This is an optimization exercise on Yosys and OpenROAD, whose aim is small area, not a production implementation.
The RTL was checked by simulation tests, not by an equivalence proof against the original design.
Power and IR drop assume default switching activity.

==> run M <==
==> flow/design.v <==
`timescale 1ns / 1ps
module led_driver(
 input clock,
 input rst,
 input [31:0] data,
 output [7:0] AN,
 output CA,
 output CB,
 output CC,
 output CD,
 output CE,
 output CF,
 output CG
 );
localparam [17:0] P = 18'b101010101010101010;
localparam [17:0] R = 18'h08040;
reg [17:0] y;
wire [17:0] s = y ^ P;
wire z = (s[16:0] == 17'd0);
wire tick = z & ~s[17];
wire fb = s[17] ^ s[10] ^ z;
always @(posedge clock)
	if (rst)
		y <= R ^ P;
	else
		y <= {s[16:0], fb} ^ P;
reg [2:0] counter;
always @(posedge clock)
	if (rst)
		counter <= 3'b000;
	else if (tick)
		counter <= counter + 3'd1;
assign AN[0] = !((!counter[2])&(!counter[1])&(!counter[0]));
assign AN[1] = !((!counter[2])&(!counter[1])&(counter[0]));
assign AN[2] = !((!counter[2])&(counter[1])&(!counter[0]));
assign AN[3] = !((!counter[2])&(counter[1])&(counter[0]));
assign AN[4] = !((counter[2])&(!counter[1])&(!counter[0]));
assign AN[5] = !((counter[2])&(!counter[1])&(counter[0]));
assign AN[6] = !((counter[2])&(counter[1])&(!counter[0]));
assign AN[7] = !((counter[2])&(counter[1])&(counter[0]));
reg [3:0] nib;
always @(posedge clock) begin
	nib[0] <= &(AN | {data[28], data[24], data[20], data[16], data[12], data[8], data[4], data[0]});
	nib[1] <= &(AN | {data[29], data[25], data[21], data[17], data[13], data[9], data[5], data[1]});
	nib[2] <= &(AN | {data[30], data[26], data[22], data[18], data[14], data[10], data[6], data[2]});
	nib[3] <= &(AN | {data[31], data[27], data[23], data[19], data[15], data[11], data[7], data[3]});
end
localparam [15:0] TA = 16'b0011100000010010;
localparam [15:0] TB = 16'b1101100001100000;
localparam [15:0] TC = 16'b1101000000000100;
localparam [15:0] TD = 16'b1000010010010010;
localparam [15:0] TE = 16'b0000001010111010;
localparam [15:0] TF = 16'b0011000010001110;
localparam [15:0] TG = 16'b0000000010000011;
wire [6:0] seg = {TA[nib], TB[nib], TC[nib], TD[nib], TE[nib], TF[nib], TG[nib]};
assign {CA,CB,CC,CD,CE,CF,CG} = seg;
endmodule
==> flow/flow/run.sh <==
#!/bin/bash
# Own layout flow: the standard flow with
#  - synthesis mapped by flow/area.abc (deepsyn, then area mapping) and no adder
#    cell extraction (ADDER_MAP_FILE empty),
#  - port buffers of the smallest buffer cell, buf_1,
#  - clock tree synthesis without dummy loads.
# Each step's full output goes to a log file in this folder.
set -euo pipefail
HERE=$(pwd)
export FLOW_ABC_SCRIPT=$HERE/flow/area.abc
{ head -n 1 synth_recipe.tcl; cat flow/abc_hook.tcl; tail -n +2 synth_recipe.tcl; } > flow_synth.tcl
ARGS=(ADDER_MAP_FILE= "BUFFER_PORTS_ARGS=-buffer_cell sky130_fd_sc_hd__buf_1"
      "CTS_ARGS=-sink_clustering_enable -repair_clock_nets -dont_use_dummy_load")
bash standard.sh SYNTH_SCRIPT=$HERE/flow_synth.tcl "${ARGS[@]}" synth > flow_synth.log 2>&1
bash standard.sh "${ARGS[@]}" finish > flow_finish.log 2>&1
==> flow/flow/abc_hook.tcl <==
# Map with this flow's own ABC script (flow/area.abc) in place of ORFS's.
proc abc {args} {
  set i [lsearch -exact $args -script]
  if { $i >= 0 } { lset args [expr { $i + 1 }] $::env(FLOW_ABC_SCRIPT) }
  puts "abc (flow hook): $args"
  yosys abc {*}$args
}
==> flow/flow/area.abc <==
strash
&get -n
&deepsyn -T 5
&put
amap
==> flow/standard.sh <==
#!/bin/bash
# synth_recipe.tcl (not shown) runs the flow's synth.tcl, then flattens the netlist and writes it again
# the make line also repeats each setting of config.mk as NAME=value (left out here)
make -C /OpenROAD-flow-scripts/flow DESIGN_CONFIG=/design/flow/config.mk WORK_HOME=/design/flow/orfs CLKGATE_MAP_FILE= SYNTH_SCRIPT=/design/flow/synth_recipe.tcl "${@:-finish}"
==> flow/config.mk <==
export PLATFORM = sky130hd
export DESIGN_NAME = led_driver
export DESIGN_NICKNAME = led_driver
export VERILOG_FILES = /design/flow/design.v
export SDC_FILE = /design/flow/constraint.sdc
export NUM_CORES = 4
export LEC_CHECK = 0
export CAP_MARGIN = 20
export CORE_AREA = 2.5 2.5 60.5 60.5
export DIE_AREA = 0 0 63 63
export SLEW_MARGIN = 20
==> flow/constraint.sdc <==
create_clock -name core_clock -period 5.0 [get_ports {clock}]
set_input_delay 1.0000 -clock core_clock [delete_from_list [all_inputs] [get_ports {clock}]]
set_output_delay 1.0000 -clock core_clock [all_outputs]
set_load 0.01 [all_outputs]
==> run A (differences from run M) <==
==> flow/design.v (replaced) <==
`timescale 1ns / 1ps
module led_driver(
 input clock,
 input rst,
 input [31:0] data,
 output [7:0] AN,
 output reg CA,
 output reg CB,
 output reg CC,
 output reg CD,
 output reg CE,
 output reg CF,
 output reg CG
 );
reg [2:0] counter;
reg [25:0] clock_division;
always@(posedge clock)
	if (rst)
		clock_division <= 26'b0;
	else
		clock_division <= clock_division + 1;
always@(posedge clock)
	if (rst)
		counter <= 3'b000;
	else if (clock_division[17:0] == 18'h1FFFF)
		counter <= counter + 1;
assign AN[0] = !((!counter[2])&(!counter[1])&(!counter[0]));
assign AN[1] = !((!counter[2])&(!counter[1])&(counter[0]));
assign AN[2] = !((!counter[2])&(counter[1])&(!counter[0]));
assign AN[3] = !((!counter[2])&(counter[1])&(counter[0]));
assign AN[4] = !((counter[2])&(!counter[1])&(!counter[0]));
assign AN[5] = !((counter[2])&(!counter[1])&(counter[0]));
assign AN[6] = !((counter[2])&(counter[1])&(!counter[0]));
assign AN[7] = !((counter[2])&(counter[1])&(counter[0]));
always@(posedge clock)
	begin
		CA <= 1;
		CB <= 1;
		CC <= 1;
		CD <= 1;
		CE <= 1;
		CF <= 1;
		CG <= 1;
		case(counter)
		3'b000: begin
		case(data[3:0])
			4'b0000: begin CA <= 0; CB <= 0; CC <= 0; CD <= 0; CE <= 0; CF <= 0; end
			4'b0001: begin CB <= 0; CC <= 0; end
			4'b0010: begin CA <= 0; CB <= 0; CG <= 0; CE <= 0; CD <= 0; end
			4'b0011: begin CA <= 0; CB <= 0; CG <= 0; CC <= 0; CD <= 0; end
			4'b0100: begin CB <= 0; CC <= 0; CF <= 0; CG <= 0;  end  
			4'b0101: begin CA <= 0; CF <= 0; CG <= 0; CC <= 0; CD <= 0; end  
			4'b0110: begin CA <= 0; CC <= 0; CD <=0; CE <= 0; CF <= 0; CG <= 0; end  
			4'b0111: begin CA <= 0; CB <= 0; CC <= 0; end 
			4'b1000: begin CA <= 0; CB <= 0; CC <= 0; CD <= 0; CE <= 0; CF <= 0; CG <= 0; end
			4'b1001: begin CA <= 0; CB <= 0; CC <= 0; CD <= 0; CF <= 0; CG <= 0; end
			4'b1010: begin CA <= 0; CB <= 0; CC <= 0; CE <= 0; CF <= 0; CG <= 0; end 
			4'b1011: begin CC <= 0; CD <= 0; CE <= 0; CF <= 0; CG <= 0; end
			4'b1100: begin CD <= 0; CE <= 0; CG <= 0; end
			4'b1101: begin CB <= 0; CC <= 0; CD <= 0; CE <= 0; CG <= 0; end
			4'b1110: begin CA <= 0; CD <= 0; CE <= 0; CF <= 0; CG <= 0; end
			4'b1111: begin CA <= 0; CE <= 0; CF <= 0; CG <= 0; end
			default: begin CA <= 0; CB <= 0; CC <= 0; CD <= 0; CE <= 0; CF <= 0; CG <= 0; end
		endcase
		end
		3'b001: begin
		case(data[7:4])
			4'b0000: begin CA <= 0; CB <= 0; CC <= 0; CD <= 0; CE <= 0; CF <= 0; end
			4'b0001: begin CB <= 0; CC <= 0; end
			4'b0010: begin CA <= 0; CB <= 0; CG <= 0; CE <= 0; CD <= 0; end
			4'b0011: begin CA <= 0; CB <= 0; CG <= 0; CC <= 0; CD <= 0; end
			4'b0100: begin CB <= 0; CC <= 0; CF <= 0; CG <= 0;  end  
			4'b0101: begin CA <= 0; CF <= 0; CG <= 0; CC <= 0; CD <= 0; end  
			4'b0110: begin CA <= 0; CC <= 0; CD <=0; CE <= 0; CF <= 0; CG <= 0; end  
			4'b0111: begin CA <= 0; CB <= 0; CC <= 0; end  
			4'b1000: begin CA <= 0; CB <= 0; CC <= 0; CD <= 0; CE <= 0; CF <= 0; CG <= 0; end
			4'b1001: begin CA <= 0; CB <= 0; CC <= 0; CD <= 0; CF <= 0; CG <= 0; end
			4'b1010: begin CA <= 0; CB <= 0; CC <= 0; CE <= 0; CF <= 0; CG <= 0; end 
			4'b1011: begin CC <= 0; CD <= 0; CE <= 0; CF <= 0; CG <= 0; end
			4'b1100: begin CD <= 0; CE <= 0; CG <= 0; end
			4'b1101: begin CB <= 0; CC <= 0; CD <= 0; CE <= 0; CG <= 0; end
			4'b1110: begin CA <= 0; CD <= 0; CE <= 0; CF <= 0; CG <= 0; end
			4'b1111: begin CA <= 0; CE <= 0; CF <= 0; CG <= 0; end
			default:begin CA <= 0; CB <= 0; CC <= 0; CD <= 0; CE <= 0; CF <= 0; CG <= 0; end
		endcase
		end
		3'b010: begin
		case(data[11:8])
			4'b0000: begin CA <= 0; CB <= 0; CC <= 0; CD <= 0; CE <= 0; CF <= 0; end
			4'b0001: begin CB <= 0; CC <= 0; end
			4'b0010: begin CA <= 0; CB <= 0; CG <= 0; CE <= 0; CD <= 0; end
			4'b0011: begin CA <= 0; CB <= 0; CG <= 0; CC <= 0; CD <= 0; end
			4'b0100: begin CB <= 0; CC <= 0; CF <= 0; CG <= 0;  end  
			4'b0101: begin CA <= 0; CF <= 0; CG <= 0; CC <= 0; CD <= 0; end  
			4'b0110: begin CA <= 0; CC <= 0; CD <=0; CE <= 0; CF <= 0; CG <= 0; end  
			4'b0111: begin CA <= 0; CB <= 0; CC <= 0; end 
			4'b1000: begin CA <= 0; CB <= 0; CC <= 0; CD <= 0; CE <= 0; CF <= 0; CG <= 0; end
			4'b1001: begin CA <= 0; CB <= 0; CC <= 0; CD <= 0; CF <= 0; CG <= 0; end
			4'b1010: begin CA <= 0; CB <= 0; CC <= 0; CE <= 0; CF <= 0; CG <= 0; end 
			4'b1011: begin CC <= 0; CD <= 0; CE <= 0; CF <= 0; CG <= 0; end
			4'b1100: begin CD <= 0; CE <= 0; CG <= 0; end
			4'b1101: begin CB <= 0; CC <= 0; CD <= 0; CE <= 0; CG <= 0; end
			4'b1110: begin CA <= 0; CD <= 0; CE <= 0; CF <= 0; CG <= 0; end
			4'b1111: begin CA <= 0; CE <= 0; CF <= 0; CG <= 0; end 
			default:begin CA <= 0; CB <= 0; CC <= 0; CD <= 0; CE <= 0; CF <= 0; CG <= 0; end
		endcase
		end
		3'b011: begin
		case(data[15:12])
			4'b0000: begin CA <= 0; CB <= 0; CC <= 0; CD <= 0; CE <= 0; CF <= 0; end
			4'b0001: begin CB <= 0; CC <= 0; end
			4'b0010: begin CA <= 0; CB <= 0; CG <= 0; CE <= 0; CD <= 0; end
			4'b0011: begin CA <= 0; CB <= 0; CG <= 0; CC <= 0; CD <= 0; end
			4'b0100: begin CB <= 0; CC <= 0; CF <= 0; CG <= 0;  end  
			4'b0101: begin CA <= 0; CF <= 0; CG <= 0; CC <= 0; CD <= 0; end  
			4'b0110: begin CA <= 0; CC <= 0; CD <=0; CE <= 0; CF <= 0; CG <= 0; end  
			4'b0111: begin CA <= 0; CB <= 0; CC <= 0; end  
			4'b1000: begin CA <= 0; CB <= 0; CC <= 0; CD <= 0; CE <= 0; CF <= 0; CG <= 0; end
			4'b1001: begin CA <= 0; CB <= 0; CC <= 0; CD <= 0; CF <= 0; CG <= 0; end
			4'b1010: begin CA <= 0; CB <= 0; CC <= 0; CE <= 0; CF <= 0; CG <= 0; end 
			4'b1011: begin CC <= 0; CD <= 0; CE <= 0; CF <= 0; CG <= 0; end
			4'b1100: begin CD <= 0; CE <= 0; CG <= 0; end
			4'b1101: begin CB <= 0; CC <= 0; CD <= 0; CE <= 0; CG <= 0; end
			4'b1110: begin CA <= 0; CD <= 0; CE <= 0; CF <= 0; CG <= 0; end
			4'b1111: begin CA <= 0; CE <= 0; CF <= 0; CG <= 0; end
			default:begin CA <= 0; CB <= 0; CC <= 0; CD <= 0; CE <= 0; CF <= 0; CG <= 0; end
		endcase
		end
		3'b100: begin
		case(data[19:16])
			4'b0000: begin CA <= 0; CB <= 0; CC <= 0; CD <= 0; CE <= 0; CF <= 0; end
			4'b0001: begin CB <= 0; CC <= 0; end
			4'b0010: begin CA <= 0; CB <= 0; CG <= 0; CE <= 0; CD <= 0; end
			4'b0011: begin CA <= 0; CB <= 0; CG <= 0; CC <= 0; CD <= 0; end
			4'b0100: begin CB <= 0; CC <= 0; CF <= 0; CG <= 0;  end  
			4'b0101: begin CA <= 0; CF <= 0; CG <= 0; CC <= 0; CD <= 0; end  
			4'b0110: begin CA <= 0; CC <= 0; CD <=0; CE <= 0; CF <= 0; CG <= 0; end  
			4'b0111: begin CA <= 0; CB <= 0; CC <= 0; end 
			4'b1000: begin CA <= 0; CB <= 0; CC <= 0; CD <= 0; CE <= 0; CF <= 0; CG <= 0; end
			4'b1001: begin CA <= 0; CB <= 0; CC <= 0; CD <= 0; CF <= 0; CG <= 0; end
			4'b1010: begin CA <= 0; CB <= 0; CC <= 0; CE <= 0; CF <= 0; CG <= 0; end 
			4'b1011: begin CC <= 0; CD <= 0; CE <= 0; CF <= 0; CG <= 0; end
			4'b1100: begin CD <= 0; CE <= 0; CG <= 0; end
			4'b1101: begin CB <= 0; CC <= 0; CD <= 0; CE <= 0; CG <= 0; end
			4'b1110: begin CA <= 0; CD <= 0; CE <= 0; CF <= 0; CG <= 0; end
			4'b1111: begin CA <= 0; CE <= 0; CF <= 0; CG <= 0; end 
			default:begin CA <= 0; CB <= 0; CC <= 0; CD <= 0; CE <= 0; CF <= 0; CG <= 0; end
		endcase
		end
		3'b101: begin
		case(data[23:20])
			4'b0000: begin CA <= 0; CB <= 0; CC <= 0; CD <= 0; CE <= 0; CF <= 0; end
			4'b0001: begin CB <= 0; CC <= 0; end
			4'b0010: begin CA <= 0; CB <= 0; CG <= 0; CE <= 0; CD <= 0; end
			4'b0011: begin CA <= 0; CB <= 0; CG <= 0; CC <= 0; CD <= 0; end
			4'b0100: begin CB <= 0; CC <= 0; CF <= 0; CG <= 0;  end  
			4'b0101: begin CA <= 0; CF <= 0; CG <= 0; CC <= 0; CD <= 0; end  
			4'b0110: begin CA <= 0; CC <= 0; CD <=0; CE <= 0; CF <= 0; CG <= 0; end  
			4'b0111: begin CA <= 0; CB <= 0; CC <= 0; end  
			4'b1000: begin CA <= 0; CB <= 0; CC <= 0; CD <= 0; CE <= 0; CF <= 0; CG <= 0; end
			4'b1001: begin CA <= 0; CB <= 0; CC <= 0; CD <= 0; CF <= 0; CG <= 0; end
			4'b1010: begin CA <= 0; CB <= 0; CC <= 0; CE <= 0; CF <= 0; CG <= 0; end 
			4'b1011: begin CC <= 0; CD <= 0; CE <= 0; CF <= 0; CG <= 0; end
			4'b1100: begin CD <= 0; CE <= 0; CG <= 0; end
			4'b1101: begin CB <= 0; CC <= 0; CD <= 0; CE <= 0; CG <= 0; end
			4'b1110: begin CA <= 0; CD <= 0; CE <= 0; CF <= 0; CG <= 0; end
			4'b1111: begin CA <= 0; CE <= 0; CF <= 0; CG <= 0; end
			default:begin CA <= 0; CB <= 0; CC <= 0; CD <= 0; CE <= 0; CF <= 0; CG <= 0; end
		endcase
		end
		3'b110: begin
		case(data[27:24])
			4'b0000: begin CA <= 0; CB <= 0; CC <= 0; CD <= 0; CE <= 0; CF <= 0; end
			4'b0001: begin CB <= 0; CC <= 0; end
			4'b0010: begin CA <= 0; CB <= 0; CG <= 0; CE <= 0; CD <= 0; end
			4'b0011: begin CA <= 0; CB <= 0; CG <= 0; CC <= 0; CD <= 0; end
			4'b0100: begin CB <= 0; CC <= 0; CF <= 0; CG <= 0;  end  
			4'b0101: begin CA <= 0; CF <= 0; CG <= 0; CC <= 0; CD <= 0; end  
			4'b0110: begin CA <= 0; CC <= 0; CD <=0; CE <= 0; CF <= 0; CG <= 0; end  
			4'b0111: begin CA <= 0; CB <= 0; CC <= 0; end  
			4'b1000: begin CA <= 0; CB <= 0; CC <= 0; CD <= 0; CE <= 0; CF <= 0; CG <= 0; end
			4'b1001: begin CA <= 0; CB <= 0; CC <= 0; CD <= 0; CF <= 0; CG <= 0; end
			4'b1010: begin CA <= 0; CB <= 0; CC <= 0; CE <= 0; CF <= 0; CG <= 0; end 
			4'b1011: begin CC <= 0; CD <= 0; CE <= 0; CF <= 0; CG <= 0; end
			4'b1100: begin CD <= 0; CE <= 0; CG <= 0; end
			4'b1101: begin CB <= 0; CC <= 0; CD <= 0; CE <= 0; CG <= 0; end
			4'b1110: begin CA <= 0; CD <= 0; CE <= 0; CF <= 0; CG <= 0; end
			4'b1111: begin CA <= 0; CE <= 0; CF <= 0; CG <= 0; end
			default:begin CA <= 0; CB <= 0; CC <= 0; CD <= 0; CE <= 0; CF <= 0; CG <= 0; end
		endcase
		end
		3'b111: begin
		case(data[31:28])
			4'b0000: begin CA <= 0; CB <= 0; CC <= 0; CD <= 0; CE <= 0; CF <= 0; end
			4'b0001: begin CB <= 0; CC <= 0; end
			4'b0010: begin CA <= 0; CB <= 0; CG <= 0; CE <= 0; CD <= 0; end
			4'b0011: begin CA <= 0; CB <= 0; CG <= 0; CC <= 0; CD <= 0; end
			4'b0100: begin CB <= 0; CC <= 0; CF <= 0; CG <= 0;  end  
			4'b0101: begin CA <= 0; CF <= 0; CG <= 0; CC <= 0; CD <= 0; end  
			4'b0110: begin CA <= 0; CC <= 0; CD <=0; CE <= 0; CF <= 0; CG <= 0; end  
			4'b0111: begin CA <= 0; CB <= 0; CC <= 0; end  
			4'b1000: begin CA <= 0; CB <= 0; CC <= 0; CD <= 0; CE <= 0; CF <= 0; CG <= 0; end
			4'b1001: begin CA <= 0; CB <= 0; CC <= 0; CD <= 0; CF <= 0; CG <= 0; end
			4'b1010: begin CA <= 0; CB <= 0; CC <= 0; CE <= 0; CF <= 0; CG <= 0; end 
			4'b1011: begin CC <= 0; CD <= 0; CE <= 0; CF <= 0; CG <= 0; end
			4'b1100: begin CD <= 0; CE <= 0; CG <= 0; end
			4'b1101: begin CB <= 0; CC <= 0; CD <= 0; CE <= 0; CG <= 0; end
			4'b1110: begin CA <= 0; CD <= 0; CE <= 0; CF <= 0; CG <= 0; end
			4'b1111: begin CA <= 0; CE <= 0; CF <= 0; CG <= 0; end
			default:begin CA <= 0; CB <= 0; CC <= 0; CD <= 0; CE <= 0; CF <= 0; CG <= 0; end
		endcase
		end	
		endcase
	end
endmodule
==> flow/run.sh (new file) <==
#!/bin/bash
# synth_recipe.tcl (not shown) runs the flow's synth.tcl, then flattens the netlist and writes it again
# the make line also repeats each setting of config.mk as NAME=value (left out here)
make -C /OpenROAD-flow-scripts/flow DESIGN_CONFIG=/design/flow/config.mk WORK_HOME=/design/flow/orfs CLKGATE_MAP_FILE= SYNTH_SCRIPT=/design/flow/synth_recipe.tcl finish
- CORE_AREA: 2.5 2.5 60.5 60.5 -> default
- CORE_MARGIN: default -> 2
- CORE_UTILIZATION: default -> 40
- DIE_AREA: 0 0 63 63 -> default
removed: flow/flow/run.sh
removed: flow/flow/abc_hook.tcl
removed: flow/flow/area.abc
removed: flow/standard.sh
==> run C (differences from run M) <==
--- a/flow/flow/run.sh
+++ b/flow/flow/run.sh
@@ -2,3 +2,3 @@
 # Own layout flow: the standard flow with
-#  - synthesis mapped by flow/area.abc (deepsyn, then area mapping) and no adder
+#  - synthesis mapped by flow/area.abc (area-oriented ABC script) and no adder
 #    cell extraction (ADDER_MAP_FILE empty),
==> flow/flow/area.abc (replaced) <==
strash
dch -f
amap
- CORE_AREA: 2.5 2.5 60.5 60.5 -> 5 5 85 85
- DIE_AREA: 0 0 63 63 -> 0 0 90 90
==> comparison table <==
	run C	run M	run A
Fin worst setup slack	2.30 ns	2.05 ns	1.62 ns
# nets final	209	204	464
Power drawn by the sequential cells	219 uW	213 uW	233 uW
Result of the run	no timing/DRC/antenna violations	no timing/DRC/antenna violations	no timing/DRC/antenna violations
Power in the clock group	113 uW	79.1 uW	184 uW
Maximum achievable frequency	370 MHz	339 MHz	296 MHz
Final estimated routing congestion in global placement	0.821	0.824	0.822
Portion of total power attributed to sequential cells	52.1%	60.3%	40.5%
Net switching power	121 uW	93.3 uW	163 uW
Number of logic inverters in the finished layout	8	10	18
Global Route Usage Sum	7.10%	14.2%	18.5%
Count of mapped cells out of synthesis	122	117	406
Met1 track utilization from global routing	8.92%	15.1%	27.0%
Vias in the first global route	977	1,033	2,479
GR met3 Demand/Resource	2.67%	5.41%	2.03%
Worst Clk Skew	0.0152 ns	0.00282 ns	0.0117 ns

-- what the ideal ports hide --
Ports are ideal in the flow. The routed layouts listed here were re-timed in OpenROAD. Step 1, drivers: a clkbuf_16 drives clock and a buf_2 each remaining input, both assumed. Step 2 times the ports against the registers' clock, not the clock port: input delays grow and output delays shrink by t, the midpoint of the rising clock arrivals with the driver on. Slacks: no drivers / after step 1 / after step 2; pairs: no drivers / after step 1.
run	t, ns	setup slack, ns	hold slack, ns	worst setup path at the end	latest minus earliest clock arrival (ns)
run M	0.322	2.051 / 2.031 / 2.352	0.389 / 0.389 / 0.389	register to output	0.004 / 0.003
run A	0.307	1.618 / 1.590 / 1.897	0.463 / 0.463 / 0.463	register to output	0.012 / 0.012
run C	0.286	2.301 / 2.275 / 2.561	0.381 / 0.381 / 0.381	register to output	0.015 / 0.015
After both steps setup and hold are still met in every run listed.
